This is an optimization exercise on Yosys and OpenROAD, whose aim is small area, a short achievable clock period and few clock cycles per item, not a production implementation.
At most, simulation tests tie the RTL to the original design; equivalence was not proved.
For runs 1 to 3, only the layout was checked, not whether the RTL still works.
Power and IR drop assume default switching activity.

==> flow/design.v <==
module non_restoring_divider #(
    parameter DATA_WIDTH = 32
) (
    input  logic                    clk_i,
    input  logic                    clk_en_i,
    input  logic                    rst_n_i,
    input  logic [DATA_WIDTH - 1:0] dividend_i,
    input  logic [DATA_WIDTH - 1:0] divisor_i,
    input  logic                    data_valid_i,
    output logic [DATA_WIDTH - 1:0] quotient_o,
    output logic [DATA_WIDTH - 1:0] remainder_o,
    output logic                    divide_by_zero_o,
    output logic                    data_valid_o,
    output logic                    idle_o
);
    logic [31:0] divisor_q, rem_q, quo_q;
    logic [4:0]  cnt_q;
    logic        busy_q, idle_q, valid_q, dbz_q;
    logic [1:0] skip;
    always_comb begin
        if      (|divisor_i[31:24]) skip = 2'd3;
        else if (|divisor_i[23:16]) skip = 2'd2;
        else if (|divisor_i[15:8])  skip = 2'd1;
        else                        skip = 2'd0;
    end
    logic [63:0] init;
    assign init = {32'b0, dividend_i} << {skip, 3'b000};
    logic [32:0] trial;
    logic [32:0] diff;
    logic        borrow;
    assign trial = {rem_q, quo_q[31]};
    assign {borrow, diff} = {1'b0, trial} - {2'b00, divisor_q};
    always_ff @(posedge clk_i) begin
        if (!rst_n_i) begin
            busy_q  <= 1'b0;
            idle_q  <= 1'b1;
            valid_q <= 1'b0;
        end else if (clk_en_i) begin
            valid_q <= busy_q && (cnt_q == 5'd0);
            if (busy_q) begin
                busy_q <= (cnt_q != 5'd0);
                idle_q <= (cnt_q == 5'd0);
            end else begin
                busy_q <= data_valid_i;
                idle_q <= !data_valid_i;
            end
        end
    end
    always_ff @(posedge clk_i) begin
        if (clk_en_i) begin
            if (!busy_q) begin
                divisor_q      <= divisor_i;
                {rem_q, quo_q} <= init;
                cnt_q          <= {~skip, 3'b111};
                dbz_q          <= (divisor_i == 32'b0);
            end else if (busy_q) begin
                rem_q <= borrow ? trial[31:0] : diff[31:0];
                quo_q <= {quo_q[30:0], !borrow};
                cnt_q <= cnt_q - 5'd1;
            end
        end
    end
    assign quotient_o       = quo_q;
    assign remainder_o      = rem_q;
    assign divide_by_zero_o = dbz_q;
    assign data_valid_o     = valid_q;
    assign idle_o           = idle_q;   
endmodule
==> flow/flow/run.sh <==
#!/bin/bash
# Standard ORFS layout, but with small buffers on the ports instead of the
# default delay-cell buffers (repair may still upsize them).
set -euo pipefail
export BUFFER_PORTS_ARGS="-buffer_cell sky130_fd_sc_hd__buf_1"
bash standard.sh > standard.log 2>&1
==> flow/standard.sh <==
#!/bin/bash
# synth_recipe.tcl (not shown) runs the flow's synth.tcl, then flattens the netlist and writes it again
# the make line also repeats each setting of config.mk as NAME=value (left out here)
make -C /OpenROAD-flow-scripts/flow DESIGN_CONFIG=/design/flow/config.mk WORK_HOME=/design/flow/orfs CLKGATE_MAP_FILE= SYNTH_SCRIPT=/design/flow/synth_recipe.tcl "${@:-finish}"
==> flow/config.mk <==
export PLATFORM = sky130hd
export DESIGN_NAME = non_restoring_divider
export DESIGN_NICKNAME = non_restoring_divider
export VERILOG_FILES = /design/flow/design.v
export SDC_FILE = /design/flow/constraint.sdc
export NUM_CORES = 4
export LEC_CHECK = 0
export CAP_MARGIN = 20
export CORE_MARGIN = 2
export CORE_UTILIZATION = 40
export CTS_BUF_LIST = sky130_fd_sc_hd__clkbuf_8
export SETUP_SLACK_MARGIN = 2.6
export SLEW_MARGIN = 20
==> flow/constraint.sdc <==
create_clock -name core_clock -period 6.0 [get_ports {clk_i}]
set_input_delay 1.2000 -clock core_clock [delete_from_list [all_inputs] [get_ports {clk_i}]]
set_output_delay 1.2000 -clock core_clock [all_outputs]
set_load 0.01 [all_outputs]
==> metrics.md, run 1 <==
| Metric | Value |
|---|---|
| # setup viols final | 0 |
| Hold Slack | about 0.58 ns |
| Setup Crit Path Kind | reg -> reg |
| CTS H-tree depth | 3 |
| Top-area cell type share of the netlist area | 0.471 |
| Finished Core Util | 0.475 |
| Cells after Synth | ~630 |
| Seq pwr share | 0.499 |
| Startpoint types | register |
| Slew HR | 0.332 |
| Worst VDD drop | 141 uV |
| Fmax achieved | a little over 300 MHz |
| CP endpoint kind | register |
| Max-slew violation count | 0 |
| Largest cells by area after synthesis | edfxtp_1 (47%), ha_1 (6.5%), mux2i_1 (5.7%) |
| Drt drc | 0 |
| Vias in the first global route | 5506 |
| Core area | approximately 16000 um2 |
| Yosys reg bits | ~110 |
| TNS Setup | 0 ns |
| GRT Util Overall | 0.218 |
| Fin area | 7540 um2 |
| Tot Pwr | 1.81 mW |
| Power density cells | 240 nW/um2 |
| Count leader, synth | edfxtp_1 |
| Switching power | roughly 600 uW |
| Number of max-cap violations | 0 |
| Asr flop ratio synth | 0 |
| Comb power frac | 0.268 |
| Pin count of the biggest net entering global routing | 70 |
| HP Class | reg -> reg |
| Worst Path Max Fanout | 14 |
| Placed cell area | ~7200 um2 |
| Initial Utilization | 0.410 |
| Placement Rows | 46 |
| Area leader, netlist | edfxtp_1 |
| Sequential cell area fraction in the yosys report | 0.480 |
| Share of cells above drive strength 1 | 0.0724 |
| Average wire per standard cell | about 19 um |
| Avg Synthesized Cell Area | approximately 10 um2 |
| RSZ-0062 raised after global routing | true |
| Clock power share | 0.234 |
| Syn Nets | 735 |
| First-pass GRT wire length | 29500 um |
| Final hold viol count | 0 |
| Vias per Instance | ~5.6 |
| Antenna viol nets, final | 0 |
| Most common library cells after synthesis | edfxtp_1 (102), nand2_1 (75), o21ai_1 (44), inv_1 (40), nor2_1 (39) |
| Final critical-path share of the clock period | 0.550 |
| CTS Sinks | between 100 and 150 |
| CTS root buf | clkbuf_8 |
| Yosys warning total | 1 |
| DR iter-0 viols | around 380 |
| Die H | 132 um |
| Crit path DAT | between 3 and 4 ns |
| Final min period | 3.30 ns |
| DR pass1 iterations | 5 |
| DP HPWL | roughly 14000 um |
| Area of the die | 17300 um2 |
| Antenna violations before repair | 0 |
| PortBufs | about 130 |
| Worst-margin pin slew | 1.00 ns |
| Post-Route WL | between 15000 and 20000 um |
| GPL Wtd Cong | roughly 0.96 |
| Grt ovf | 0 |
| Total number of vias | approximately 5500 |
| Worst Path Required | 6.11 ns |
| Post-synth EDFFs | a little over 100 |
| Inserted Diodes | 0 |
| CTS Buf Count | 9 |
| Hold-fix buffers at CTS | 0 |
| Clock Skews | 0.0208 ns |
| Longest Clk Path Bufs | 2 |
| Leak | about 2.7 nW |
| Status | finished clean |
| CTS tree | done |
| Die W | 132 um |
| Num ports | ~140 |
| Top FF cell, synth | edfxtp_1 |
| Synthesis-to-layout area growth | 15.9% |
| Netlist cell types | 66 |
| Net count reported at finish | around 870 |
| Clock latency (worst-skew pair) | ~0.4 ns |
| Net Sw Frac | 0.332 |
| Register clock-pin slew on the reported worst setup and hold paths | 0.11 ns |
| Int Pwr | 1.21 mW |
| Post-Syn Area | about 6500 um2 |
## what timing repair did
action | 4_1_cts | 5_1_grt
pin swaps | 2 | 2
buffers inserted | 6 | 2
resized for setup | 5 | 5
endpoints found under the setup margin | 64 | 41
cloned | 2 | 0
## cells by family (layout without fill, tap and decap cells)
logic type	count (synthesis)	after routing	synth area share
adders and majority gates	35	35	0.0685
DFF	105	105	0.480
buffers and inverters	65	204	0.0410
muxes	48	48	0.0760
and+or+nand+nor	185	186	0.132
xor gates and xnor gates	30	30	0.0404
AOI/OAI and AO/OA	164	165	0.162
## final timing paths
path	start	to	cells after the start	slack [ns]
setup / recovery	rem_q[5]	rem_q[13]	11	2.70
hold / removal	quo_q[22]	quo_q[23]	2	0.58
setup reg to reg	rem_q[5]	rem_q[13]	11	2.70
hold reg to reg	quo_q[22]	quo_q[23]	2	0.58
## power groups by stage
stage | Clock (mW) | Combinational, mW | Sequential (mW)
2_1_floorplan | 0 | 0.309 | 0.922
3_3_place_gp | 0 | 0.456 | 0.918
3_5_place_dp | 0 | 0.462 | 0.918
4_1_cts | 0.435 | 0.475 | 0.902
5_1_grt | 0.461 | 0.533 | 0.908
6_report | 0.422 | 0.484 | 0.902
## critical path, cell delays in order, from the launching register on
cell	delay, ns
edfxtp_1	0.47
ha_1	0.39
a21o_1	0.15
a21oi_1	0.06
or4_1	0.54
a21oi_2	0.23
o21ai_4	0.12
o211ai_4	0.25
a31oi_4	0.13
buf_12	0.18
mux2i_1	0.29
o22ai_1	0.17
## registers in the layout (all words and copies together), names as in the netlist
signal and count:
idle_q 1, cnt_q 5, valid_q 1, rem_q 32, busy_q 1, divisor_q 32, quo_q 32, dbz_q 1
## cells in the final DEF (no fill, tap or decap), drive strengths merged, types with 3 or more instances in the layout
master  instances
a21oi          38
a31oi          10
nand2b          5
a32oi           5
edfxtp        102
clkbuf          9
a221o           3
o21ai          60
a22o            7
nor2b           9
ha             34
nor3            9
or4             3
nor2           40
nor4            8
o22ai           5
nand2          75
a211oi          3
mux2           11
dfxtp           3
a21o            3
nand3          20
mux2i          37
inv            44
o31ai           3
o221ai          5
buf           147
xor2           14
nand4           5
xnor2          16
o21a            6
## stage by stage
stage	cells	setup WS, ns
after floorplan	632	2.66
after global placement	963	1.78
after detailed placement	963	1.70
after CTS	987	2.64
after global routing	989	2.52
final	989	2.70
## routing by layer
layer | wire, um | part of all wire | GRT usage
met5 | 0 | 0 | 0
met1 | 7970 | 0.43 | 0.281
met4 | 575 | 0.031 | 0.0870
met2 | 8890 | 0.47 | 0.354
met3 | 1300 | 0.069 | 0.0498
## cell type report
class                      count  area, um2
fill                        1540       8340
multi-input combinational    464       3200
sequential                   105       3120
timing repair buffer         147        614
tap                          216        270
inverter                      41        154
clock buffer                   9        124
clock inverter                 7       51.3
==> inputs of run 2 (changes only) <==
==> flow/flow/run.sh (replaced) <==
#!/bin/bash
# Standard ORFS layout (the standard.sh), with small buffers on the
# ports instead of the default delay-cell buffers (repair may still upsize
# them). ORFS writes each step's log under orfs/logs; make's own output goes
# to standard.log here.
set -euo pipefail
export BUFFER_PORTS_ARGS="-buffer_cell sky130_fd_sc_hd__buf_1"

bash standard.sh > standard.log 2>&1
--- a/flow/config.mk
+++ b/flow/config.mk
@@ -10,4 +10,4 @@
 export CORE_UTILIZATION = 40
 export CTS_BUF_LIST = sky130_fd_sc_hd__clkbuf_8
-export SETUP_SLACK_MARGIN = 2.6
+export SETUP_SLACK_MARGIN = 2.8
 export SLEW_MARGIN = 20
==> metrics.md, run 2 <==
| Metric | Value |
|---|---|
| Status | finished clean |
| Net count reported at finish | 890 |
| Final cell count without fillers | approximately 1000 |
| Top-area cell type share of the netlist area | 0.471 |
| Crit path DAT | about 3.3 ns |
| Fmax achieved | about 320 MHz |
| Total number of vias | about 5700 |
| Worst Path Max Fanout | 7 |
| Yosys reg bits | between 100 and 150 |
| Vias in the first global route | approximately 5500 |
| Worst-margin pin slew | just over 1 ns |
| Top FF cell, synth | edfxtp_1 |
| Num ports | 135 |
| Synthesis-to-layout area growth | 22.1% |
| Clock Skews | about 0.014 ns |
| # setup viols final | 0 |
| Clock latency (worst-skew pair) | 0.40 ns |
| Max-slew violation count | 0 |
| Critical-path cell list | ha_4, nand2_1, or4_4, a21oi_4, o21ai_4, o211ai_4, a31oi_4, buf_12, buf_12, mux2i_1, a221o_1 |
| Die H | between 100 and 150 um |
| Longest Clk Path Bufs | 2 |
| Levels on crit path | 11 |
| Final min period | 3.16 ns |
| Core area | between 15000 and 20000 um2 |
| Die W | around 130 um |
| Final critical-path share of the clock period | 0.527 |
| Post-Syn Area | 6510 um2 |
| Netlist cell types | between 60 and 70 |
| Number of max-cap violations | 0 |
| Average wire per standard cell | just under 20 um |
| CTS Sinks | about 110 |
| Most common library cells after synthesis | edfxtp_1 (102), nand2_1 (75), o21ai_1 (44), inv_1 (40), nor2_1 (39) |
| Area of the die | roughly 17000 um2 |
| Bufs and invs on worst path | 2 |
| CP delay by family, top | compound AO/OA/AOI/OAI gates |
| Worst VDD drop | ~120 uV |
| Most frequent cells in the layout | buf_1 (133), edfxtp_1 (102), nand2_1 (73), o21ai_1 (42), inv_1 (41) |
| Setup Crit Path Kind | reg -> reg |
| Count leader, synth | edfxtp_1 |
| Grt ovf | 0 |
| Power density cells | about 240 nW/um2 |
| Initial Utilization | 0.410 |
| Post-Route WL | 19800 um |
| Antenna violations before repair | 0 |
| Slew HR | 0.309 |
| Crit path top cell by count | buf_12 |
| First-pass GRT wire length | about 30000 um |
| HP Class | reg -> reg |
| Most common cell after layout, fill and taps aside | buf_1 |
| Antenna viol nets, final | 0 |
| Biggest regs | divisor_q x32, quo_q x32, rem_q x32 |
| Inserted Diodes | 0 |
| DP HPWL | ~14000 um |
| Worst Path Required | 6.16 ns |
| Slowest-stage cell, CP | or4_4 |
| Cells on Worst Hold Path | 2 |
| GRT Util Overall | 0.223 |
| Asr flop ratio synth | 0 |
| Fill cell count | ~1500 |
| Placed cells | 963 |
| Cells after Synth | between 600 and 700 |
| CTS H-tree depth | 3 |
| Leak | ~2.9 nW |
| RSZ-0062 raised after global routing | true |
| GPL Wtd Cong | 0.918 |
| Pin count of the biggest net entering global routing | 70 |
| Yosys warning total | 1 |
| DR iter-0 viols | between 400 and 500 |
| CP endpoint kind | register |
| PortBufs | about 130 |
| Drt drc | 0 |
| Final hold viol count | 0 |
| Post-synth EDFFs | approximately 100 |
| Syn Nets | roughly 740 |
| Largest cells by area after synthesis | edfxtp_1 (47%), ha_1 (6.5%), mux2i_1 (5.7%) |
| Register clock-pin slew on the reported worst setup and hold paths | approximately 0.11 ns |
| CP max stage delay | 0.53 ns |
| Startpoint types | register |
| TNS Setup | 0 ns |
| Area leader, netlist | edfxtp_1 |
| Avg Synthesized Cell Area | ~10 um2 |
| Placement Rows | 46 |
| Vias per Instance | ~5.6 |
| Register-to-Register Path Depth | 11 |
| DR pass1 iterations | 7 |
| Sequential cell area fraction in the yosys report | 0.480 |
| CTS Buf Count | 9 |
| Share of cells above drive strength 1 | 0.120 |
| CTS tree | done |
| CTS root buf | clkbuf_8 |
run 2: repair_timing:
item | CTS | global route
cloned | 3 | 0
setup buffers | 10 | 16
setup endpoints to repair | 64 | 49
pin swaps | 4 | 9
endpoints found under the hold margin | 0 | 0
resized for setup | 13 | 31
hold buffers | 0 | 0
run 2: metrics by stage:
step	power, mW	utilization	worst slack [ns]	hold slack (ns)	cell area (um2)
5_1_grt	2.01	0.500	2.76	0.600	7950
6_report	1.92	0.500	2.84	0.563	7950
3_5_place_dp	1.38	0.455	1.70	0.551	7220
4_1_cts	1.87	0.480	2.81	0.575	7630
3_3_place_gp	1.37	0.455	1.76	0.543	7220
2_1_floorplan	1.23	-	2.81	0.556	6510
run 2: cell families after synthesis:
logic type | count (synthesis) | synth area share
AO/OA/AOI/OAI | 164 | 0.162
XOR/XNOR | 30 | 0.0404
buffers and inverters | 65 | 0.0410
flip-flops | 105 | 0.480
adder cells (fa/ha/maj) | 35 | 0.0685
multiplexers | 48 | 0.0760
AND/OR/NAND/NOR | 185 | 0.132
run 2: path summary, 6_finish.rpt:
kind	startpoint	end	slack [ns]
worst max-delay path	rem_q[11]	rem_q[1]	2.84
worst min-delay path	quo_q[9]	quo_q[10]	0.56
worst max register to register	rem_q[11]	rem_q[1]	2.84
worst min register to register	quo_q[9]	quo_q[10]	0.56
run 2: worst min-delay path, delay by kind of cell (launching register included):
kind,cells,cell delay [ns]
flops,1,0.37
simple gates,2,0.11
run 2: layout make-up:
class                   count  area (um2)  share of cell area
repair buffers            165         787              0.0990
multi-input cells         465        3420               0.430
clock inverters             7        71.3             0.00897
well taps                 216         270              0.0340
inverters                  41         154              0.0194
flip-flops and latches    105        3120               0.393
clock buffers               9         124              0.0156
run 2: report_power, final:
group | switching (mW) | internal [mW]
clock | 0.274 | 0.193
sequential | 0.0379 | 0.866
combinational | 0.320 | 0.229
run 2: layer usage:
metal | vias up | global-route usage | share of wire
met1 | 2711 | 0.294 | 0.42
met4 | 0 | 0.0882 | 0.023
met3 | 30 | 0.0359 | 0.071
li1 | 2677 | - | -
met5 | - | 0 | 0
met2 | 250 | 0.367 | 0.49
==> inputs of run 3 (changes only) <==
--- a/flow/config.mk
+++ b/flow/config.mk
@@ -10,4 +10,4 @@
 export CORE_UTILIZATION = 40
 export CTS_BUF_LIST = sky130_fd_sc_hd__clkbuf_8
-export SETUP_SLACK_MARGIN = 2.8
+export SETUP_SLACK_MARGIN = 3.0
 export SLEW_MARGIN = 20
==> metrics.md, run 3 <==
| Metric | Value |
|---|---|
| Placed cells | approximately 960 |
| Crit path top cell by count | buf_12 |
| Hold-fix buffers at CTS | 0 |
| Area of the die | 17300 um2 |
| Crit path DAT | approximately 3.3 ns |
| Vias in the first global route | between 5000 and 6000 |
| Most common cell after layout, fill and taps aside | buf_1 |
| PortBufs | about 130 |
| DP HPWL | roughly 14000 um |
| Yosys reg bits | ~110 |
| Syn Nets | between 700 and 800 |
| CTS root buf | clkbuf_8 |
| Avg Synthesized Cell Area | 10.3 um2 |
| CTS Buf Count | 9 |
| Core area | around 16000 um2 |
| Yosys warning total | 1 |
| Number of max-cap violations | 0 |
| Synthesis-to-layout area growth | 28.5% |
| DR iter-0 viols | between 400 and 500 |
| Post-Syn Area | approximately 6500 um2 |
| Final cell count without fillers | approximately 1000 |
| TNS Setup | 0 ns |
| DR pass1 iterations | 5 |
| CTS tree | done |
| Final critical-path share of the clock period | 0.517 |
| Longest Clk Path Bufs | 2 |
| Power density cells | ~230 nW/um2 |
| Biggest regs | divisor_q x32, quo_q x32, rem_q x32 |
| Worst Path Max Fanout | 8 |
| Bufs and invs on worst path | 2 |
| Fill cell count | roughly 1500 |
| Pin count of the biggest net entering global routing | 70 |
| Cells after Synth | about 630 |
| Max-slew violation count | 0 |
| Largest cells by area after synthesis | edfxtp_1 (47%), ha_1 (6.5%), mux2i_1 (5.7%) |
| Most frequent cells in the layout | buf_1 (133), edfxtp_1 (102), nand2_1 (73), buf_4 (49), o21ai_1 (44) |
| Status | finished clean |
| Clock latency (worst-skew pair) | approximately 0.40 ns |
| Area leader, netlist | edfxtp_1 |
| Final hold viol count | 0 |
| Most common library cells after synthesis | edfxtp_1 (102), nand2_1 (75), o21ai_1 (44), inv_1 (40), nor2_1 (39) |
| Net count reported at finish | roughly 920 |
| RSZ-0062 raised after global routing | true |
| Setup Crit Path Kind | reg -> reg |
| Startpoint types | register |
| Tot Pwr | between 1.5 and 2 mW |
| First-pass GRT wire length | around 31000 um |
| CP delay by family, top | compound AO/OA/AOI/OAI gates |
| Total number of vias | between 5000 and 6000 |
| Worst VDD drop | between 100 and 150 uV |
| Critical-path cell list | ha_4, nand2_4, or4_4, a21oi_4, o21ai_4, o211ai_4, a31oi_4, buf_12, buf_12, mux2i_1, a221o_1 |
| # setup viols final | 0 |
| Post-synth EDFFs | between 100 and 150 |
| Sequential cell area fraction in the yosys report | 0.480 |
| HP Class | reg -> reg |
| Top-area cell type share of the netlist area | 0.471 |
| Post-Route WL | 20600 um |
| Netlist cell types | 66 |
| CP endpoint kind | register |
| Num ports | 135 |
| CP max stage delay | 0.52 ns |
| Clock Skews | around 0.017 ns |
| Antenna viol nets, final | 0 |
| Finished Core Util | 0.526 |
| Fin area | between 8000 and 9000 um2 |
| Antenna violations before repair | 0 |
| Placed cell area | 7240 um2 |
| Placement Rows | 46 |
| GPL Wtd Cong | 0.964 |
| Die H | between 100 and 150 um |
| Worst Path Required | between 6 and 7 ns |
| Inserted Diodes | 0 |
| GRT Util Overall | 0.229 |
| Count leader, synth | edfxtp_1 |
| Average wire per standard cell | just under 20 um |
| Vias per Instance | between 5 and 6 |
| Slowest-stage cell, CP | or4_4 |
| Fmax achieved | ~320 MHz |
| Asr flop ratio synth | 0 |
| Slew HR | 0.316 |
| Initial Utilization | 0.410 |
| Share of cells above drive strength 1 | 0.178 |
| CTS H-tree depth | 3 |
| Die W | 132 um |
| Register clock-pin slew on the reported worst setup and hold paths | 0.11 ns |
| Top FF cell, synth | edfxtp_1 |
| Leak | 3.07 nW |
| CTS Sinks | 105 |
| Final min period | between 3 and 4 ns |
| Grt ovf | 0 |
| Drt drc | 0 |
| Worst-margin pin slew | around 1.0 ns |
## run 3: worst paths after layout
| path | start | end | slack, ns | cells after the start |
|---|---|---|---|---|
| hold / removal | quo_q[10] | quo_q[11] | 0.58 | 2 |
| setup reg to reg | rem_q[10] | rem_q[1] | 2.90 | 11 |
| hold reg to reg | quo_q[10] | quo_q[11] | 0.58 | 2 |
| setup / recovery | rem_q[10] | rem_q[1] | 2.90 | 11 |
## run 3: cell type report
cell class,instances,area (um2),area share
Multi-Input combinational cell,466,3590,0.429
Sequential cell,105,3120,0.374
Timing Repair Buffer,193,1030,0.124
Tap cell,216,270,0.0323
Inverter,41,154,0.0184
Clock buffer,9,124,0.0148
Clock inverter,7,68.8,0.00823
## run 3: stage by stage
stage / hold slack [ns] / setup WS, ns
6_report: 0.581 / 2.90
5_1_grt: 0.618 / 2.84
4_1_cts: 0.581 / 2.95
3_5_place_dp: 0.543 / 1.74
3_3_place_gp: 0.545 / 1.78
2_1_floorplan: 0.556 / 2.93
## run 3: repair_timing
action / 4_1_cts / 5_1_grt
cloned: 3 / 2
gates resized for setup: 34 / 38
pin swaps: 13 / 32
setup endpoints to repair: 65 / 59
setup buffers: 29 / 24
## run 3: power breakdown
| part | internal [mW] | total (mW) | switching, mW |
|---|---|---|---|
| Combinational | 0.257 | 0.599 | 0.341 |
| Clock | 0.193 | 0.461 | 0.267 |
| Sequential | 0.866 | 0.903 | 0.0372 |
| Total | 1.32 | 1.96 | 0.645 |
## run 3: metal layers
metal  global-route usage  vias up  share of wire
met3               0.0475       34          0.075
met2                0.382      281           0.49
li1                     -     2737              -
met4               0.0767        0          0.022
met5                    0        -              0
met1                0.296     2840           0.42
## run 3: worst min-delay path, cell delays in order (launching register included)
cell	delay, ns
edfxtp_1	0.35
nand2_1	0.06
o21ai_1	0.06
## run 3: cells by family (layout without fill, tap and decap cells)
family                   after synthesis  in the layout  share of synthesized area
AO/OA/AOI/OAI                        164            166                      0.162
buffers and inverters                 65            250                     0.0410
flip-flops                           105            105                      0.480
multiplexers                          48             48                     0.0760
adder cells (fa/ha/maj)               35             35                     0.0685
XOR/XNOR                              30             30                     0.0404
AND/OR/NAND/NOR                      185            187                      0.132
==> inputs of run 4 (changes only) <==
--- a/flow/design.v
+++ b/flow/design.v
@@ -16,5 +16,5 @@
     logic [31:0] divisor_q, rem_q, quo_q;
     logic [4:0]  cnt_q;
-    logic        busy_q, idle_q, valid_q, dbz_q;
+    logic        busy_q, valid_q, dbz_q;
     logic [1:0] skip;
     always_comb begin
@@ -31,18 +31,16 @@
     assign trial = {rem_q, quo_q[31]};
     assign {borrow, diff} = {1'b0, trial} - {2'b00, divisor_q};
+    logic start;
+    assign start = !busy_q && data_valid_i;
     always_ff @(posedge clk_i) begin
         if (!rst_n_i) begin
             busy_q  <= 1'b0;
-            idle_q  <= 1'b1;
             valid_q <= 1'b0;
         end else if (clk_en_i) begin
             valid_q <= busy_q && (cnt_q == 5'd0);
-            if (busy_q) begin
+            if (busy_q)
                 busy_q <= (cnt_q != 5'd0);
-                idle_q <= (cnt_q == 5'd0);
-            end else begin
+            else
                 busy_q <= data_valid_i;
-                idle_q <= !data_valid_i;
-            end
         end
     end
@@ -65,4 +63,4 @@
     assign divide_by_zero_o = dbz_q;
     assign data_valid_o     = valid_q;
-    assign idle_o           = idle_q;   
+    assign idle_o           = !busy_q;
 endmodule
--- a/flow/config.mk
+++ b/flow/config.mk
@@ -10,4 +10,4 @@
 export CORE_UTILIZATION = 40
 export CTS_BUF_LIST = sky130_fd_sc_hd__clkbuf_8
-export SETUP_SLACK_MARGIN = 3.0
+export SETUP_SLACK_MARGIN = 2.9
 export SLEW_MARGIN = 20
==> metrics.md, run 4 <==
| Metric | Value |
|---|---|
| Worst-margin pin slew | between 0.7 and 0.8 ns |
| Cells on Worst Hold Path | 2 |
| Worst VDD drop | 94.5 uV |
| Placement Rows | 46 |
| Netlist cell types | between 50 and 60 |
| RSZ-0062 raised after global routing | true |
| Clock latency (worst-skew pair) | about 0.40 ns |
| CTS Sinks | 104 |
| Fmax achieved | approximately 330 MHz |
| Post-Route WL | 19100 um |
| Area of the die | about 17000 um2 |
| Startpoint types | register |
| Antenna viol nets, final | 0 |
| Antenna violations before repair | 0 |
| DR iter-0 viols | 419 |
| Final min period | 3.04 ns |
| GRT Util Overall | 0.223 |
| Reg-to-reg startpoint | rem_q[3] |
| Longest Clk Path Bufs | 2 |
| Final cell count without fillers | around 1000 |
| Share of cells above drive strength 1 | 0.136 |
| GPL Wtd Cong | between 0.8 and 0.9 |
| Area leader, netlist | edfxtp_1 |
| Most frequent cells in the layout | buf_1 (133), edfxtp_1 (102), nand2_1 (87), o21ai_0 (57) |
| Pin count of the biggest net entering global routing | 94 |
| Final hold viol count | 0 |
| Hold-fix buffers at CTS | 0 |
| Bufs and invs on worst path | 1 |
| Post-synth EDFFs | 102 |
| Setup Crit Path Kind | reg -> reg |
| CTS Buf Count | 9 |
| RR Endpoint | rem_q[27] |
| Biggest regs | divisor_q x32, quo_q x32, rem_q x32 |
| Clock Skews | ~0.021 ns |
| Synthesis-to-layout area growth | 22.8% |
| CTS H-tree depth | 3 |
| Top FF cell, synth | edfxtp_1 |
| Finished Core Util | 0.500 |
| Yosys warning total | 1 |
| # setup viols final | 0 |
| Avg Synthesized Cell Area | 10.0 um2 |
| Drt drc | 0 |
| Area of the multi-input gates | 3360 um2 |
| Final critical-path share of the clock period | 0.507 |
| Grt ovf | 0 |
| Placed cells | a little under 1000 |
| Worst R2R Setup Slack | 2.96 ns |
| Most common library cells after synthesis | edfxtp_1 (102), nand2_1 (90), o21ai_0 (60), a21oi_1 (45), inv_1 (43) |
| Setup ws final | slightly below 3 ns |
| Die W | ~130 um |
| Num ports | 135 |
| Setup crit start | rem_q[3] |
| Critical Path Sink | rem_q[27] |
| Largest cells by area after synthesis | edfxtp_1 (48%), ha_1 (6.6%), nand2_1 (5.3%) |
| Fill cell count | 1526 |
| HP Class | reg -> reg |
| CP endpoint kind | register |
| Register-to-Register Path Depth | 11 |
| Register clock-pin slew on the reported worst setup and hold paths | roughly 0.12 ns |
| Levels on crit path | 11 |
| TNS Setup | 0 ns |
| Die H | ~130 um |
| Number of max-cap violations | 0 |
| Slew HR | 0.532 |
| PortBufs | 134 |
| CTS tree | done |
| DP HPWL | around 14000 um |
| Yosys reg bits | about 100 |
| Worst Path Max Fanout | 5 |
| Average wire per standard cell | ~19 um |
| Leak | between 2 and 3 nW |
| Post-Syn Area | ~6400 um2 |
| Top-area cell type share of the netlist area | 0.478 |
| Asr flop ratio synth | 0 |
| Critical-path cell list | ha_1, a21oi_1, nand2_1, o2111ai_4, a31oi_4, buf_6, o41ai_4, nor3_2, a211oi_2, mux2i_1, a311o_1 |
| First-pass GRT wire length | approximately 29000 um |
| Core area | 15800 um2 |
| CP max stage delay | around 0.46 ns |
| Cells after Synth | 639 |
| Status | finished clean |
| Crit path DAT | roughly 3.2 ns |
| Net count reported at finish | approximately 900 |
| CP delay by family, top | compound AO/OA/AOI/OAI gates |
| Total number of vias | 5624 |
| Vias in the first global route | approximately 5400 |
| Inserted Diodes | 0 |
| Initial Utilization | 0.407 |
| Worst Path Required | 6.17 ns |
| Max-slew violation count | 0 |
| Most common cell after layout, fill and taps aside | buf_1 |
| Slowest-stage cell, CP | edfxtp_1 |
| Power density cells | about 240 nW/um2 |
| CTS root buf | clkbuf_8 |
| Syn Nets | 742 |
| Pre-CTS WS | approximately 1.8 ns |
| DR pass1 iterations | 5 |
| Register area | 3100 um2 |
| Sequential cell area fraction in the yosys report | 0.484 |
| Count leader, synth | edfxtp_1 |
| Vias per Instance | 5.56 |
==> run 4: how the worst min path moves through the flow <==
stage | startpoint | slack [ns] | to
2_1_floorplan | cnt_q[0] | 0.56 | cnt_q[0]
5_1_grt | quo_q[11] | 0.61 | quo_q[12]
4_1_cts | quo_q[12] | 0.58 | quo_q[13]
3_3_place_gp | quo_q[11] | 0.54 | quo_q[12]
6_report | quo_q[12] | 0.58 | quo_q[13]
3_5_place_dp | quo_q[12] | 0.55 | quo_q[13]
==> run 4: cell families after synthesis <==
logic type	after synthesis	share of synthesized area
DFF	104	0.484
and+or+nand+nor	192	0.135
buffers and inverters	68	0.0451
adders and majority gates	35	0.0695
xor gates and xnor gates	28	0.0382
AOI/OAI and AO/OA	182	0.180
muxes	30	0.0490
==> run 4: power breakdown <==
group          total [mW]  leakage, nW  switching (mW)  internal (mW)
clock               0.471        0.104           0.273          0.198
combinational       0.523         1.76           0.314          0.209
sequential          0.892         1.02          0.0340          0.858
total                1.89         2.89           0.621           1.27
==> run 4: area by class of cell <==
cell class	count	area share
timing repair buffer	163	0.0985
tap	216	0.0343
clock inverter	7	0.0100
timing repair inverter	1	0.000635
sequential	104	0.394
inverter	43	0.0210
multi-input combinational	469	0.426
clock buffer	9	0.0157
==> run 4: timing repair <==
| action | in CTS | in global routing |
|---|---|---|
| endpoints found under the setup margin | 65 | 38 |
| gates resized for setup | 25 | 37 |
| pin swaps | 6 | 24 |
| cloned | 2 | 2 |
| endpoints found under the hold margin | 0 | 0 |
| setup buffers | 7 | 15 |
==> run 4: layer usage <==
layer	up-vias	GRT usage	routed length (um)
met2	190	0.364	9240
met5	-	0	0
met1	2753	0.304	8310
met3	26	0.0411	1190
li1	2655	-	-
met4	0	0.0682	346
==> run 4: through the flow <==
stage	total power [mW]	hold slack, ns	area (um2)
floorplan	1.21	0.556	6450
global placement	1.35	0.539	7140
detailed placement	1.35	0.549	7140
CTS	1.84	0.577	7540
global route	1.98	0.608	7880
finish	1.89	0.577	7880
==> run 4: worst reg2reg max path, stage by stage, from the launching register on <==
cell and delay [ns]:
edfxtp_1 0.46, ha_1 0.40, a21oi_1 0.20, nand2_1 0.16, o2111ai_4 0.25, a31oi_4 0.16, buf_6 0.16, o41ai_4 0.36
nor3_2 0.07, a211oi_2 0.19, mux2i_1 0.10, a311o_1 0.31
Testbench counts of run 4, summed over its fixed seeds: cycles 167,768, divisions 8,000.
==> inputs of run 5 (changes only) <==
--- a/flow/flow/run.sh
+++ b/flow/flow/run.sh
@@ -6,4 +6,4 @@
 set -euo pipefail
 export BUFFER_PORTS_ARGS="-buffer_cell sky130_fd_sc_hd__buf_1"
-
+export RECOVER_POWER=100
 bash standard.sh > standard.log 2>&1
==> metrics.md, run 5 <==
| Metric | Value |
|---|---|
| HP Class | reg -> reg |
| TNS Setup | 0 ns |
| Slew HR | -0.299 |
| Avg Synthesized Cell Area | about 10 um2 |
| Top-area cell type share of the netlist area | 0.478 |
| Clock latency (worst-skew pair) | ~0.40 ns |
| Biggest regs | divisor_q x32, quo_q x32, rem_q x32 |
| CTS H-tree depth | 3 |
| Average wire per standard cell | about 19 um |
| Vias per Instance | ~5.6 |
| GPL Wtd Cong | 0.889 |
| Post-Syn Area | 6410 um2 |
| RSZ-0062 raised after global routing | true |
| Slowest-stage cell, CP | nor4_1 |
| Met2 routed WL | about 9300 um |
| Num ports | 135 |
| Sequential cell area fraction in the yosys report | 0.484 |
| Area of the die | between 15000 and 20000 um2 |
| Number of max-cap violations | 1 |
| Max-slew violation count | 32 |
| Post-synth EDFFs | between 100 and 150 |
| Grt ovf | 0 |
| Most common cell after layout, fill and taps aside | buf_1 |
| DP HPWL | ~14000 um |
| Final min period | 3.98 ns |
| Power density cells | about 240 nW/um2 |
| Syn Nets | 742 |
| Hold Slack | 0.576 ns |
| Asr flop ratio synth | 0 |
| Setup Crit Path Kind | in -> reg |
| GRT Util Overall | 0.223 |
| Met1 Wirelength | between 8000 and 9000 um |
| Yosys warning total | 1 |
| Net count reported at finish | approximately 900 |
| Fill cell count | around 1600 |
| Antenna violations before repair | 0 |
| Drt drc | 0 |
| CP delay by family, top | simple AND/OR/NAND/NOR gates |
| Die W | ~130 um |
| Area of the multi-input gates | 3220 um2 |
| Worst-margin pin slew | slightly below 2 ns |
| Longest Clk Path Bufs | 2 |
| Initial Utilization | 0.407 |
| SO Faults | max-capacitance violations, max-slew violations |
| CP endpoint kind | register |
| Critical-path cell list | buf_1, nor4_1, nand2_4, nor2_1, clkbuf_1, nand2_1, nor3_1, a22o_1 |
| Share of cells above drive strength 1 | 0.0980 |
| Register clock-pin slew on the reported worst setup and hold paths | about 0.11 ns |
| Largest cells by area after synthesis | edfxtp_1 (48%), ha_1 (6.6%), nand2_1 (5.3%) |
| Bufs and invs on worst path | 2 |
| Top FF cell, synth | edfxtp_1 |
| Leak | roughly 2.8 nW |
| Met3 Wirelength | 1160 um |
| Die H | between 100 and 150 um |
| Top Metal Used | met4 |
| Netlist cell types | between 50 and 60 |
| PortBufs | ~130 |
| Vias in the first global route | about 5400 |
| Count leader, synth | edfxtp_1 |
| Worst Path Required | about 6.3 ns |
| # setup viols final | 0 |
| CTS root buf | clkbuf_8 |
| CTS Sinks | between 100 and 150 |
| Antenna viol nets, final | 0 |
| Status | failed layout checks |
| CP max stage delay | around 0.76 ns |
| CTS tree | done |
| Cells after Synth | approximately 640 |
| First-pass GRT wire length | 28700 um |
| Pre-CTS WS | roughly 1.8 ns |
| Startpoint types | input port |
| Synthesis-to-layout area growth | 19.7% |
| Core area | approximately 16000 um2 |
| DR iter-0 viols | around 440 |
| Register area | roughly 3100 um2 |
| CTS Buf Count | 9 |
| Crit path DAT | 4.24 ns |
| Yosys reg bits | between 100 and 150 |
| Worst Path Max Fanout | 24 |
| Final hold viol count | 0 |
| Final critical-path share of the clock period | 0.663 |
| Fmax achieved | roughly 250 MHz |
| Inserted Diodes | 0 |
| Most common library cells after synthesis | edfxtp_1 (102), nand2_1 (90), o21ai_0 (60), a21oi_1 (45), inv_1 (43) |
| Pin count of the biggest net entering global routing | 94 |
| Setup ws final | 2.02 ns |
| Total number of vias | about 5600 |
| Area leader, netlist | edfxtp_1 |
| DR pass1 iterations | 5 |
| Most frequent cells in the layout | buf_1 (133), edfxtp_1 (102), nand2_1 (89), o21ai_0 (58) |
| Post-Route WL | 19100 um |
| Clock Skews | around 0.023 ns |
| Placement Rows | 46 |
| Worst VDD drop | ~94 uV |
## run 5: logic make-up (layout without fill, tap and decap cells)
group | count (synthesis) | after routing | synth area share
AO/OA/AOI/OAI | 182 | 182 | 0.180
XOR/XNOR | 28 | 28 | 0.0382
adder cells (fa/ha/maj) | 35 | 35 | 0.0695
buffers and inverters | 68 | 223 | 0.0451
flip-flops | 104 | 104 | 0.484
multiplexers | 30 | 30 | 0.0490
AND/OR/NAND/NOR | 192 | 194 | 0.135
## run 5: where the power goes
group,internal [mW],switching (mW)
combinational,0.197,0.305
clock,0.198,0.273
sequential,0.859,0.0338
## run 5: what timing repair did
action | CTS | global route
gates cloned | 2 | 2
buffers inserted | 7 | 15
hold buffers | 0 | 0
pin swaps | 6 | 24
endpoints found under the hold margin | 0 | 0
gates resized for setup | 25 | 37
setup endpoints to repair | 65 | 38
## run 5: layer usage
layer | up-vias | track usage
met4 | 0 | 0.0682
met2 | 187 | 0.364
li1 | 2660 | -
met5 | - | 0
met3 | 20 | 0.0411
met1 | 2757 | 0.304
## run 5: final timing paths
path / start / slack [ns] / cells past startpoint / to
worst min register to register: quo_q[12] / 0.58 / 2 / quo_q[13]
worst min-delay path: quo_q[12] / 0.58 / 2 / quo_q[13]
worst max-delay path: divisor_i[25] / 2.02 / 8 / quo_q[4]
worst max register to register: rem_q[14] / 2.16 / 11 / rem_q[0]
## run 5: worst reg2reg max path: cells and delay by family (launching register included)
kind | cells | cell delay, ns
AOI/OAI and AO/OA | 5 | 1.29
adders and majority gates | 1 | 0.39
buffers and inverters | 1 | 0.49
DFF | 1 | 0.46
and+or+nand+nor | 4 | 1.00
## run 5: stage by stage
step | instances | area (um2) | total power [mW] | utilization
floorplan | 639 | 6450 | 1.21 | -
global placement | 970 | 7140 | 1.35 | 0.453
detailed placement | 970 | 7140 | 1.35 | 0.453
CTS | 995 | 7540 | 1.84 | 0.478
global route | 1012 | 7680 | 1.96 | 0.487
finish | 1012 | 7680 | 1.87 | 0.487
## run 5: area by class of cell
class,instances,area share
clock buffers,9,0.0161
clock inverters,7,0.0103
inverters,43,0.0212
multi-input cells,469,0.419
flip-flops and latches,104,0.404
well taps,216,0.0352
repair buffers,163,0.0932
repair inverters,1,0.000652
==> inputs of run 6 (changes only) <==
--- a/flow/flow/run.sh
+++ b/flow/flow/run.sh
@@ -6,4 +6,4 @@
 set -euo pipefail
 export BUFFER_PORTS_ARGS="-buffer_cell sky130_fd_sc_hd__buf_1"
-export RECOVER_POWER=100
+
 bash standard.sh > standard.log 2>&1
--- a/flow/config.mk
+++ b/flow/config.mk
@@ -10,4 +10,4 @@
 export CORE_UTILIZATION = 40
 export CTS_BUF_LIST = sky130_fd_sc_hd__clkbuf_8
-export SETUP_SLACK_MARGIN = 2.9
+export SETUP_SLACK_MARGIN = 2.6
 export SLEW_MARGIN = 20
==> metrics.md, run 6 <==
| Metric | Value |
|---|---|
| Status | finished clean |
| Multiplexer share of the synthesized area | 0.0490 |
| Drt drc | 0 |
| Cells after Synth | roughly 640 |
| Area of the die | 17100 um2 |
| Fill cell count | around 1600 |
| Inserted Diodes | 0 |
| Vias in the first global route | around 5300 |
| Clock Skews | roughly 0.020 ns |
| Post-Synth Adder-Cell Area | 0.0694 |
| CTS Buf Count | 9 |
| Clock latency (worst-skew pair) | roughly 0.40 ns |
| DP HPWL | ~14000 um |
| Grt ovf | 0 |
| First-pass GRT wire length | between 20000 and 30000 um |
| Post-Synth XOR/XNOR Area | 0.0382 |
| Post-synth EDFFs | 102 |
| Largest cells by area after synthesis | edfxtp_1 (48%), ha_1 (6.6%), nand2_1 (5.3%) |
| Num ports | about 140 |
| Reg-to-reg startpoint | rem_q[13] |
| Register clock-pin slew on the reported worst setup and hold paths | between 0.1 and 0.15 ns |
| DR iter-0 viols | about 350 |
| Setup Crit Path Kind | in -> reg |
| Pre-CTS WS | 1.56 ns |
| Post-Route WL | ~18000 um |
| HP Start | quo_q[11] |
| Most common library cells after synthesis | edfxtp_1 (102), nand2_1 (90), o21ai_0 (60), a21oi_1 (45), inv_1 (43) |
| Main combinational cell family by area after synthesis | compound AO/OA/AOI/OAI gates |
| Yosys warning total | 1 |
| Post-Synth Simple-Gate Area | 0.135 |
| Avg Synthesized Cell Area | between 10 and 15 um2 |
| Area of the multi-input gates | between 3000 and 4000 um2 |
| Worst Path Max Fanout | 13 |
| Antenna violations before repair | 0 |
| Hold Path End | quo_q[12] |
| Cells on Worst Hold Path | 2 |
| Leak | about 2.7 nW |
| Worst-margin pin slew | approximately 0.82 ns |
| Pin count of the biggest net entering global routing | between 90 and 100 |
| CTS tree | done |
| Post-Syn Area | around 6400 um2 |
| Antenna viol nets, final | 0 |
| Final critical-path share of the clock period | 0.551 |
| Core area | roughly 16000 um2 |
| Netlist cell types | 58 |
| Final hold viol count | 0 |
| CTS H-tree depth | 3 |
| Placement Rows | 46 |
| Net count reported at finish | ~870 |
| Worst VDD drop | approximately 110 uV |
| Tot Pwr | around 1.8 mW |
| Area leader, netlist | edfxtp_1 |
| Power density cells | roughly 250 nW/um2 |
| Top-area cell type share of the netlist area | 0.478 |
| Startpoint types | input port |
| Slew HR | 0.455 |
| Hold-fix buffers at CTS | 0 |
| Worst R2R Setup Slack | about 2.8 ns |
| Vias per Instance | about 5.4 |
| Worst Path Required | about 6.2 ns |
| Register area | approximately 3100 um2 |
| Top FF cell, synth | edfxtp_1 |
| Die H | 131 um |
| Most frequent cells in the layout | buf_1 (133), edfxtp_1 (102), nand2_1 (88), o21ai_0 (59), a21oi_1 (45) |
| Placed cell area | between 7000 and 8000 um2 |
| Asr flop ratio synth | 0 |
| Synthesis-to-layout area growth | 16.1% |
| Sequential cell area fraction in the yosys report | 0.484 |
| Crit path DAT | ~3.5 ns |
| HP Class | reg -> reg |
| Most common cell after layout, fill and taps aside | buf_1 |
| PortBufs | 134 |
| GRT Util Overall | 0.216 |
| CTS root buf | clkbuf_8 |
| Count leader, synth | edfxtp_1 |
| # setup viols final | 0 |
| RSZ-0062 raised after global routing | false |
| Setup ws final | around 2.7 ns |
| Syn Nets | 742 |
| Number of max-cap violations | 0 |
| Die W | 131 um |
| Longest Clk Path Bufs | 2 |
| Initial Utilization | 0.407 |
| DR pass1 iterations | 5 |
| Max-slew violation count | 0 |
| Final min period | about 3.3 ns |
| Fmax achieved | between 300 and 400 MHz |
| Biggest regs | divisor_q x32, quo_q x32, rem_q x32 |
| Register-to-Register Path Depth | 11 |
| RR Endpoint | rem_q[6] |
| CTS Sinks | between 100 and 150 |
| Total number of vias | 5377 |
| GPL Wtd Cong | around 0.94 |
| Synth Area in Compound Gates | 0.180 |
| Share of cells above drive strength 1 | 0.0839 |
| Yosys reg bits | roughly 100 |
| CP endpoint kind | register |
| Average wire per standard cell | between 15 and 20 um |
| Fin area | around 7400 um2 |
| TNS Setup | 0 ns |
-- run 6: cell counts after synthesis --
Identical to the previous run, type by type.
-- run 6: worst max-delay path by stage --
stage	slack [ns]	startpoint	end	depth (start not counted)
5_1_grt	2.60	divisor_i[13]	rem_q[6]	9
3_3_place_gp	1.63	divisor_i[29]	rem_q[6]	8
4_1_cts	2.66	quo_q[31]	rem_q[28]	12
2_1_floorplan	2.68	divisor_i[13]	quo_q[16]	8
6_report	2.69	divisor_i[13]	rem_q[6]	9
3_5_place_dp	1.56	divisor_i[29]	rem_q[6]	8
-- run 6: logic make-up (layout without fill, tap and decap cells) --
logic type / Yosys count / after routing
buffers and inverters: 68 / 204
DFF: 104 / 104
AOI/OAI and AO/OA: 182 / 182
and+or+nand+nor: 192 / 192
muxes: 30 / 30
xor gates and xnor gates: 28 / 28
adders and majority gates: 35 / 35
-- run 6: critical path, cell delays in order --
cell and delay (ns):
buf_1 0.08, or4_1 0.57, nor2_2 0.31, nor2_1 0.17, nor2_4 0.13, buf_4 0.25, mux2_2 0.37, nor2b_1 0.13
a221o_1 0.26
-- run 6: cell type report --
cell class,count,share of cell area
Tap cell,216,0.0363
Clock inverter,7,0.0113
Clock buffer,9,0.0166
Timing Repair Buffer,144,0.0783
Sequential cell,104,0.417
Inverter,43,0.0222
Timing Repair inverter,1,0.000672
Multi-Input combinational cell,467,0.418
-- run 6: stage by stage --
stage | std cells | hold slack (ns) | util
global route | 991 | 0.602 | 0.472
finish | 991 | 0.566 | 0.472
detailed placement | 970 | 0.535 | 0.451
CTS | 988 | 0.564 | 0.468
floorplan | 639 | 0.556 | -
global placement | 970 | 0.531 | 0.451
-- run 6: per-layer routing --
| layer | vias to the layer above | part of all wire | global-route usage |
|---|---|---|---|
| met1 | 2589 | 0.44 | 0.281 |
| li1 | 2615 | - | - |
| met3 | 24 | 0.050 | 0.0391 |
| met5 | - | 0 | 0 |
| met4 | 0 | 0.020 | 0.0695 |
| met2 | 149 | 0.49 | 0.366 |
-- run 6: what timing repair did --
item                       in CTS  in global routing
setup endpoints to repair      62                 26
gates resized for setup        11                  9
pin swaps                       1                  3
hold endpoints to repair        0                  0
gates cloned                    1                  0
setup buffers                   1                  3
-- run 6: where the power goes --
part           leakage [nW]  switching, mW  total (mW)  internal [mW]
clock network         0.108          0.279       0.482          0.203
registers              1.02         0.0351       0.893          0.858
logic                  1.60          0.284       0.460          0.176
total                  2.73          0.598        1.83           1.24
==> inputs of run 7 (changes only) <==
--- a/flow/config.mk
+++ b/flow/config.mk
@@ -10,4 +10,4 @@
 export CORE_UTILIZATION = 40
 export CTS_BUF_LIST = sky130_fd_sc_hd__clkbuf_8
-export SETUP_SLACK_MARGIN = 2.6
+export SETUP_SLACK_MARGIN = 2.8
 export SLEW_MARGIN = 20
==> metrics.md, run 7 <==
| Metric | Value |
|---|---|
| Status | finished clean |
| GRT Util Overall | 0.218 |
| Final critical-path share of the clock period | 0.523 |
| Top FF cell, synth | edfxtp_1 |
| Startpoint types | register |
| RSZ-0062 raised after global routing | true |
| Critical Path Sink | rem_q[24] |
| Placed cell area | between 7000 and 8000 um2 |
| Inserted Diodes | 0 |
| Post-Route WL | about 18000 um |
| Net count reported at finish | ~880 |
| Worst VDD drop | about 120 uV |
| Setup crit start | quo_q[31] |
| Finished Core Util | 0.484 |
| Tot Pwr | 1.81 mW |
| Longest Clk Path Bufs | 2 |
| Grt ovf | 0 |
| Register-to-Register Path Depth | 12 |
| Antenna viol nets, final | 0 |
| Clock latency (worst-skew pair) | roughly 0.4 ns |
| CTS H-tree depth | 3 |
| Most frequent cells in the layout | buf_1 (133), edfxtp_1 (102), nand2_1 (87), o21ai_0 (56), a21oi_1 (44) |
| Crit path DAT | 3.29 ns |
| Count leader, synth | edfxtp_1 |
| RR Endpoint | rem_q[24] |
| Syn Nets | around 740 |
| Area of the die | roughly 17000 um2 |
| Vias per Instance | approximately 5.5 |
| Average wire per standard cell | roughly 18 um |
| Fill cell count | ~1500 |
| Largest cells by area after synthesis | edfxtp_1 (48%), ha_1 (6.6%), nand2_1 (5.3%) |
| Worst Path Required | 6.15 ns |
| Number of max-cap violations | 0 |
| Post-Syn Area | ~6400 um2 |
| DR iter-0 viols | ~390 |
| Asr flop ratio synth | 0 |
| Final cell count without fillers | ~1000 |
| Die W | 131 um |
| Placed cells | 970 |
| DP HPWL | about 14000 um |
| Register area | 3100 um2 |
| Worst-margin pin slew | ~0.78 ns |
| Num ports | 135 |
| Cells on Worst Hold Path | 2 |
| Antenna violations before repair | 1 |
| Sequential cell area fraction in the yosys report | 0.484 |
| # setup viols final | 0 |
| Fin area | ~7600 um2 |
| DR pass1 iterations | 5 |
| Final min period | roughly 3.1 ns |
| Levels on crit path | 12 |
| GPL Wtd Cong | 0.878 |
| Power density cells | between 200 and 250 nW/um2 |
| Reg-to-reg startpoint | quo_q[31] |
| PortBufs | roughly 130 |
| Slowest-stage cell, CP | a2111oi_4 |
| Share of cells above drive strength 1 | 0.111 |
| Clock Skews | between 0.02 and 0.03 ns |
| Post-synth EDFFs | 102 |
| Leak | 2.80 nW |
| Most common library cells after synthesis | edfxtp_1 (102), nand2_1 (90), o21ai_0 (60), a21oi_1 (45), inv_1 (43) |
| Die H | about 130 um |
| CP delay by family, top | compound AO/OA/AOI/OAI gates |
| Avg Synthesized Cell Area | 10.0 um2 |
| Netlist cell types | 58 |
| Vias in the first global route | 5397 |
| TNS Setup | 0 ns |
| Most common cell after layout, fill and taps aside | buf_1 |
| Cells after Synth | between 600 and 700 |
| Pre-CTS WS | approximately 1.7 ns |
| Core area | 15800 um2 |
| Yosys warning total | 1 |
| Hold Slack | 0.577 ns |
| CTS tree | done |
| Worst R2R Setup Slack | about 2.9 ns |
| Final hold viol count | 0 |
| Pin count of the biggest net entering global routing | 94 |
| Placement Rows | 46 |
| Area of the multi-input gates | 3230 um2 |
| CP endpoint kind | register |
| HP Class | reg -> reg |
| Bufs and invs on worst path | 1 |
| Slew HR | 0.479 |
| Setup ws final | 2.86 ns |
| Area leader, netlist | edfxtp_1 |
| Setup Crit Path Kind | reg -> reg |
| Max-slew violation count | 0 |
| Register clock-pin slew on the reported worst setup and hold paths | 0.11 ns |
| Synthesis-to-layout area growth | 19.0% |
| Worst Path Max Fanout | 5 |
| CTS root buf | clkbuf_8 |
| CTS Buf Count | 9 |
| Biggest regs | divisor_q x32, quo_q x32, rem_q x32 |
| Total number of vias | approximately 5500 |
| Drt drc | 0 |
| CTS Sinks | 104 |
| Fmax achieved | approximately 320 MHz |
| Critical-path cell list | inv_2, ha_4, fa_2, nor2b_2, o2111ai_1, nand3b_1, a2111oi_4, o21ai_2, a31o_2, a211o_1, nand2_1, o21ai_1 |
| CP max stage delay | 0.56 ns |
| First-pass GRT wire length | 28200 um |
| Yosys reg bits | 104 |
| Top-area cell type share of the netlist area | 0.478 |
| Initial Utilization | 0.407 |
## run 7: cell counts after synthesis
Identical to the previous run, type by type.
## run 7: area by class of cell
| class | instances | area share |
|---|---|---|
| clock inverters | 6 | 0.00590 |
| repair inverters | 1 | 0.000656 |
| clock buffers | 10 | 0.0180 |
| inverters | 43 | 0.0216 |
| multi-input cells | 467 | 0.422 |
| flip-flops and latches | 104 | 0.407 |
| well taps | 216 | 0.0354 |
| repair buffers | 155 | 0.0893 |
## run 7: cells by family (layout without fill, tap and decap cells)
| group | Yosys count | in the layout | synth area share |
|---|---|---|---|
| xor gates and xnor gates | 28 | 28 | 0.0382 |
| muxes | 30 | 30 | 0.0490 |
| buffers and inverters | 68 | 215 | 0.0451 |
| adders and majority gates | 35 | 35 | 0.0695 |
| AOI/OAI and AO/OA | 182 | 182 | 0.180 |
| DFF | 104 | 104 | 0.484 |
| and+or+nand+nor | 192 | 192 | 0.135 |
## run 7: how the worst min path moves through the flow
stage                         start   endpoint  slack [ns]
final                     quo_q[11]  quo_q[12]        0.58
after global routing      quo_q[11]  quo_q[12]        0.60
after CTS                 quo_q[11]  quo_q[12]        0.57
after detailed placement  quo_q[11]  quo_q[12]        0.55
after global placement    quo_q[20]  quo_q[21]        0.54
after floorplan            cnt_q[0]   cnt_q[0]        0.56
## run 7: metal layers
layer / part of all wire / wire length, um / vias up / GRT usage
met5: 0.00043 / 8 / - / 0
li1: - / - / 2637 / -
met3: 0.058 / 1060 / 28 / 0.0411
met2: 0.48 / 8900 / 167 / 0.358
met4: 0.022 / 412 / 2 / 0.0832
met1: 0.44 / 8030 / 2711 / 0.286
## run 7: where the power goes
part | internal [mW] | switching (mW)
sequential | 0.858 | 0.0358
clock | 0.166 | 0.269
combinational | 0.189 | 0.297
## run 7: what timing repair did
item | CTS | global route
hold buffers | 0 | 0
gates resized for setup | 20 | 27
endpoints found under the setup margin | 64 | 60
setup buffers | 6 | 9
cloned | 1 | 0
pin swaps | 4 | 16
## run 7: tightest hold or removal path, delay by kind of cell (launching register included)
| family | cells | cell delay [ns] |
|---|---|---|
| flops | 1 | 0.37 |
| simple gates | 2 | 0.11 |
==> inputs of run 8 (changes only) <==
--- a/flow/flow/run.sh
+++ b/flow/flow/run.sh
@@ -6,4 +6,4 @@
 set -euo pipefail
 export BUFFER_PORTS_ARGS="-buffer_cell sky130_fd_sc_hd__buf_1"
-
+export ADDER_MAP_FILE=
 bash standard.sh > standard.log 2>&1
--- a/flow/config.mk
+++ b/flow/config.mk
@@ -10,4 +10,4 @@
 export CORE_UTILIZATION = 40
 export CTS_BUF_LIST = sky130_fd_sc_hd__clkbuf_8
-export SETUP_SLACK_MARGIN = 2.8
+export SETUP_SLACK_MARGIN = 2.7
 export SLEW_MARGIN = 20
==> metrics.md, run 8 <==
| Metric | Value |
|---|---|
| Asr flop ratio synth | 0 |
| Largest cells by area after synthesis | edfxtp_1 (47%), xnor2_1 (6.0%), nand2_1 (4.8%) |
| PortBufs | around 130 |
| Pin count of the biggest net entering global routing | 66 |
| Antenna viol nets, final | 0 |
| Fmax achieved | around 280 MHz |
| Fill cell count | between 1000 and 1500 |
| Clock Skews | around 0.012 ns |
| Drt drc | 0 |
| Register clock-pin slew on the reported worst setup and hold paths | 0.11 ns |
| Share of cells above drive strength 1 | 0.179 |
| CTS Buf Count | 9 |
| Vias in the first global route | 5691 |
| Status | finished clean |
| Sequential cell area fraction in the yosys report | 0.476 |
| Top-area cell type share of the netlist area | 0.470 |
| Post-Syn Area | ~6500 um2 |
| TNS Setup | 0 ns |
| Final critical-path share of the clock period | 0.592 |
| Yosys warning total | 1 |
| Die W | 132 um |
| Clock power share | 0.226 |
| Int Pwr | between 1 and 1.5 mW |
| Final cell count without fillers | 1048 |
| Average wire per standard cell | a little over 20 um |
| Leak | 2.80 nW |
| GRT Util Overall | 0.228 |
| Die H | 132 um |
| Number of max-cap violations | 0 |
| Avg Synthesized Cell Area | 10.0 um2 |
| Worst VDD drop | 153 uV |
| Worst Path Max Fanout | 8 |
| Net Sw Frac | 0.338 |
| Count leader, synth | edfxtp_1 |
| Net count reported at finish | slightly below 900 |
| Area of the die | roughly 17000 um2 |
| Seq pwr share | 0.484 |
| Crit path DAT | 3.67 ns |
| Total number of vias | just over 6000 |
| Placement Rows | 46 |
| # setup viols final | 0 |
| Power density cells | 226 nW/um2 |
| CTS tree | done |
| Syn Nets | 719 |
| RSZ-0062 raised after global routing | true |
| Clock latency (worst-skew pair) | between 0.3 and 0.4 ns |
| Grt ovf | 0 |
| Yosys reg bits | ~100 |
| HP Class | reg -> reg |
| Initial Utilization | 0.411 |
| Area leader, netlist | edfxtp_1 |
| Core area | 15900 um2 |
| Biggest regs | divisor_q x32, quo_q x32, rem_q x32 |
| GPL Wtd Cong | 0.841 |
| Final hold viol count | 0 |
| Vias per Instance | 5.76 |
| Post-Route WL | 21200 um |
| DR iter-0 viols | about 520 |
| DP HPWL | about 14000 um |
| Max-slew violation count | 0 |
| Top FF cell, synth | edfxtp_1 |
| Placed cells | between 900 and 1000 |
| Netlist cell types | 66 |
| Worst-margin pin slew | approximately 0.7 ns |
| Most common cell after layout, fill and taps aside | buf_1 |
| CTS Sinks | ~100 |
| Comb power frac | 0.289 |
| Most frequent cells in the layout | buf_1 (133), edfxtp_1 (102), nand2_1 (81), buf_4 (47), o21ai_0 (44) |
| Num ports | about 140 |
| Hold-fix buffers at CTS | 0 |
| CP endpoint kind | register |
| Startpoint types | register |
| Cells after Synth | approximately 650 |
| Slew HR | 0.525 |
| CTS H-tree depth | 3 |
| Most common library cells after synthesis | edfxtp_1 (102), nand2_1 (84), o21ai_0 (48), a21oi_1 (45), xnor2_1 (45) |
| Post-synth EDFFs | slightly above 100 |
| Longest Clk Path Bufs | 2 |
| Final min period | 3.55 ns |
| Switching power | 639 uW |
| Synthesis-to-layout area growth | 28.5% |
| Worst Path Required | 6.11 ns |
| First-pass GRT wire length | 30900 um |
| Setup Crit Path Kind | reg -> reg |
| Antenna violations before repair | 0 |
| Area of the multi-input gates | 3710 um2 |
| Register area | 3100 um2 |
| CTS root buf | clkbuf_8 |
| DR pass1 iterations | 5 |
==> run 8: worst paths after layout <==
path / start / endpoint / slack, ns / depth (start not counted)
max: rem_q[8] / rem_q[2] / 2.45 / 13
min: quo_q[16] / quo_q[17] / 0.58 / 1
max reg2reg: rem_q[8] / rem_q[2] / 2.45 / 13
min reg2reg: quo_q[16] / quo_q[17] / 0.58 / 1
==> run 8: area by class of cell <==
cell class / count / area share
diodes: 1 / 0.000299
clock buffers: 9 / 0.0148
clock inverters: 7 / 0.00672
inverters: 24 / 0.0107
multi-input cells: 497 / 0.443
flip-flops and latches: 104 / 0.370
well taps: 216 / 0.0322
repair buffers: 190 / 0.122
==> run 8: per-stage QoR <==
stage	util	instance area (um2)	power (mW)	hold WS [ns]	setup slack, ns
6_report	0.528	8380	1.89	0.578	2.45
3_3_place_gp	0.457	7260	1.33	0.544	1.56
3_5_place_dp	0.457	7260	1.34	0.536	1.57
5_1_grt	0.527	8380	1.97	0.599	2.33
4_1_cts	0.494	7840	1.81	0.582	2.43
2_1_floorplan	-	6530	1.20	0.588	2.73
==> run 8: what timing repair did <==
item / 4_1_cts / 5_1_grt
endpoints found under the hold margin: 0 / 0
gates resized for setup: 35 / 67
buffers inserted: 29 / 18
gates cloned: 1 / 2
pin swaps: 28 / 46
endpoints found under the setup margin: 58 / 52
==> run 8: cells by family after synthesis <==
| logic type | after synthesis | share of synthesized area |
|---|---|---|
| buffers and inverters | 51 | 0.0311 |
| AO/OA/AOI/OAI | 181 | 0.183 |
| XOR/XNOR | 56 | 0.0752 |
| AND/OR/NAND/NOR | 217 | 0.169 |
| flip-flops | 104 | 0.476 |
| multiplexers | 27 | 0.0416 |
| adder cells (fa/ha/maj) | 15 | 0.0238 |
==> run 8: power by group through the flow <==
stage	combinational, mW	sequential (mW)	clock, mW
after floorplan	0.266	0.930	0
after global placement	0.400	0.930	0
after detailed placement	0.407	0.931	0
after CTS	0.459	0.914	0.436
after global routing	0.587	0.923	0.462
final	0.547	0.917	0.428
==> run 8: critical path: stages, from the launching register on <==
cell and delay (ns):
edfxtp_1 0.49, nor2b_4 0.17, maj3_2 0.32, maj3_2 0.32
maj3_2 0.35, o31ai_4 0.29, a211o_1 0.24, a21boi_2 0.10
o211ai_4 0.21, buf_6 0.19, buf_12 0.17, a21oi_4 0.07
xnor2_1 0.20, o221ai_1 0.16
==> run 8: routing by layer <==
| metal | track usage | vias to the layer above | part of all wire |
|---|---|---|---|
| li1 | - | 2780 | - |
| met1 | 0.319 | 2931 | 0.44 |
| met2 | 0.349 | 296 | 0.47 |
| met3 | 0.0579 | 27 | 0.075 |
| met4 | 0.0682 | 0 | 0.015 |
| met5 | 0 | - | 0 |
==> inputs of run 9 (changes only) <==
--- a/flow/flow/run.sh
+++ b/flow/flow/run.sh
@@ -6,4 +6,4 @@
 set -euo pipefail
 export BUFFER_PORTS_ARGS="-buffer_cell sky130_fd_sc_hd__buf_1"
-export ADDER_MAP_FILE=
+
 bash standard.sh > standard.log 2>&1
--- a/flow/config.mk
+++ b/flow/config.mk
@@ -10,4 +10,5 @@
 export CORE_UTILIZATION = 40
 export CTS_BUF_LIST = sky130_fd_sc_hd__clkbuf_8
+export PLACE_DENSITY = 0.8
 export SETUP_SLACK_MARGIN = 2.7
 export SLEW_MARGIN = 20
==> metrics.md, run 9 <==
| Metric | Value |
|---|---|
| Fill cell count | 1514 |
| Number of max-cap violations | 0 |
| Synthesis-to-layout area growth | 17.1% |
| Most common library cells after synthesis | edfxtp_1 (102), nand2_1 (90), o21ai_0 (60), a21oi_1 (45), inv_1 (43) |
| Top FF cell, synth | edfxtp_1 |
| Setup Crit Path Kind | in -> reg |
| CTS Sinks | roughly 100 |
| Finished Core Util | 0.476 |
| Worst Path Max Fanout | 25 |
| Worst Path Required | between 6 and 7 ns |
| GRT Util Overall | 0.217 |
| Initial Utilization | 0.407 |
| Clock Skews | around 0.018 ns |
| Final critical-path share of the clock period | 0.531 |
| Biggest regs | divisor_q x32, quo_q x32, rem_q x32 |
| First-pass GRT wire length | about 28000 um |
| Final hold viol count | 0 |
| Power density cells | 245 nW/um2 |
| Most frequent cells in the layout | buf_1 (133), edfxtp_1 (102), nand2_1 (87), o21ai_0 (58) |
| Antenna viol nets, final | 0 |
| CTS H-tree depth | 3 |
| Worst-margin pin slew | between 0.9 and 1 ns |
| Yosys reg bits | between 100 and 150 |
| Crit path DAT | 3.31 ns |
| Num ports | around 140 |
| Setup ws final | ~2.8 ns |
| CTS root buf | clkbuf_8 |
| PortBufs | roughly 130 |
| DR iter-0 viols | 558 |
| Sequential cell area fraction in the yosys report | 0.484 |
| TNS Setup | 0 ns |
| HP Class | reg -> reg |
| Hold-fix buffers at CTS | 0 |
| Net count reported at finish | between 800 and 900 |
| CP endpoint kind | register |
| Final min period | about 3.2 ns |
| # setup viols final | 0 |
| CTS tree | done |
| Placement Rows | between 40 and 50 |
| Clock latency (worst-skew pair) | ~0.40 ns |
| Fin area | ~7500 um2 |
| Netlist cell types | 58 |
| RSZ-0062 raised after global routing | true |
| Post-Route WL | about 18000 um |
| Die W | between 100 and 150 um |
| Status | finished clean |
| Most common cell after layout, fill and taps aside | buf_1 |
| Core area | 15800 um2 |
| Area of the die | 17100 um2 |
| DP HPWL | between 10000 and 15000 um |
| Grt ovf | 0 |
| Asr flop ratio synth | 0 |
| GPL Wtd Cong | 0.931 |
| Post-synth EDFFs | 102 |
| Hold Slack | 0.578 ns |
| Count leader, synth | edfxtp_1 |
| Max-slew violation count | 0 |
| Die H | 131 um |
| Vias per Instance | roughly 5.5 |
| CTS Buf Count | 9 |
| Antenna violations before repair | 1 |
| Worst R2R Setup Slack | between 2 and 3 ns |
| Pin count of the biggest net entering global routing | 92 |
| Syn Nets | between 700 and 800 |
| Pre-CTS WS | around 2.0 ns |
| Largest cells by area after synthesis | edfxtp_1 (48%), ha_1 (6.6%), nand2_1 (5.3%) |
| Area leader, netlist | edfxtp_1 |
| Cells after Synth | 639 |
| Drt drc | 0 |
| Register clock-pin slew on the reported worst setup and hold paths | between 0.1 and 0.15 ns |
| DR pass1 iterations | 5 |
| Worst VDD drop | ~140 uV |
| Total number of vias | around 5500 |
| Placed cell area | ~7000 um2 |
| Average wire per standard cell | 18.6 um |
| Longest Clk Path Bufs | 2 |
| Share of cells above drive strength 1 | 0.0899 |
| Vias in the first global route | around 5200 |
| Post-Syn Area | between 6000 and 7000 um2 |
| Leak | 2.77 nW |
| Slew HR | 0.372 |
| Fmax achieved | around 310 MHz |
| Yosys warning total | 1 |
| Top-area cell type share of the netlist area | 0.478 |
| Startpoint types | input port |
| Avg Synthesized Cell Area | approximately 10 um2 |
-- run 9: worst max-delay path, cell delays in order --
cell	delay [ns]
buf_1	0.10
nor4_1	0.66
nand2_1	0.18
nor2_1	0.25
nor2_2	0.07
buf_8	0.18
mux2_2	0.30
a221oi_1	0.30
a21oi_1	0.07
-- run 9: metal layers --
metal / track usage / up-vias / share of wire
li1: - / 2618 / -
met4: 0.0707 / 0 / 0.028
met3: 0.0472 / 34 / 0.088
met5: 0 / - / 0
met1: 0.302 / 2565 / 0.42
met2: 0.340 / 261 / 0.46
-- run 9: kinds of logic after synthesis --
| family | synth area share |
|---|---|
| DFF | 0.484 |
| and+or+nand+nor | 0.135 |
| adders and majority gates | 0.0695 |
| muxes | 0.0490 |
| buffers and inverters | 0.0451 |
| AOI/OAI and AO/OA | 0.180 |
| xor gates and xnor gates | 0.0382 |
-- run 9: area by class of cell --
cell class,instances,area [um2],share of cell area
multi-input combinational,467,3130,0.417
sequential,104,3100,0.413
timing repair buffer,149,637,0.0848
tap,216,270,0.0360
inverter,43,161,0.0215
clock buffer,10,138,0.0183
clock inverter,6,67.6,0.00900
antenna,1,2.50,0.000333
-- run 9: timing repair --
action / CTS / global route
setup buffers: 1 / 7
pin swaps: 1 / 6
gates resized for setup: 10 / 18
setup endpoints to repair: 49 / 38
-- run 9: final timing paths --
check,start,end,cells after the start
worst min register to register,quo_q[19],quo_q[20],2
worst max-delay path,divisor_i[17],quo_q[22],9
worst max register to register,rem_q[9],rem_q[27],11
worst min-delay path,quo_q[19],quo_q[20],2
-- run 9: metrics by stage --
| stage | power [mW] | std cells |
|---|---|---|
| final | 1.84 | 996 |
| after floorplan | 1.21 | 639 |
| after detailed placement | 1.35 | 971 |
| after global placement | 1.34 | 971 |
| after CTS | 1.82 | 988 |
| after global routing | 1.93 | 996 |
-- run 9: where the power goes --
part / switching (mW) / internal (mW)
combinational: 0.292 / 0.181
clock: 0.265 / 0.208
sequential: 0.0341 / 0.858
total: 0.591 / 1.25

Re-timed with assumed drivers on the ports (clkbuf_16 on the clock, buf_2 on other inputs), run 9 has 2.834 ns of setup slack against 2.817 ns with ideal ports, and 2.410 ns once port delays also move by the mid clock arrival of 0.423 ns.
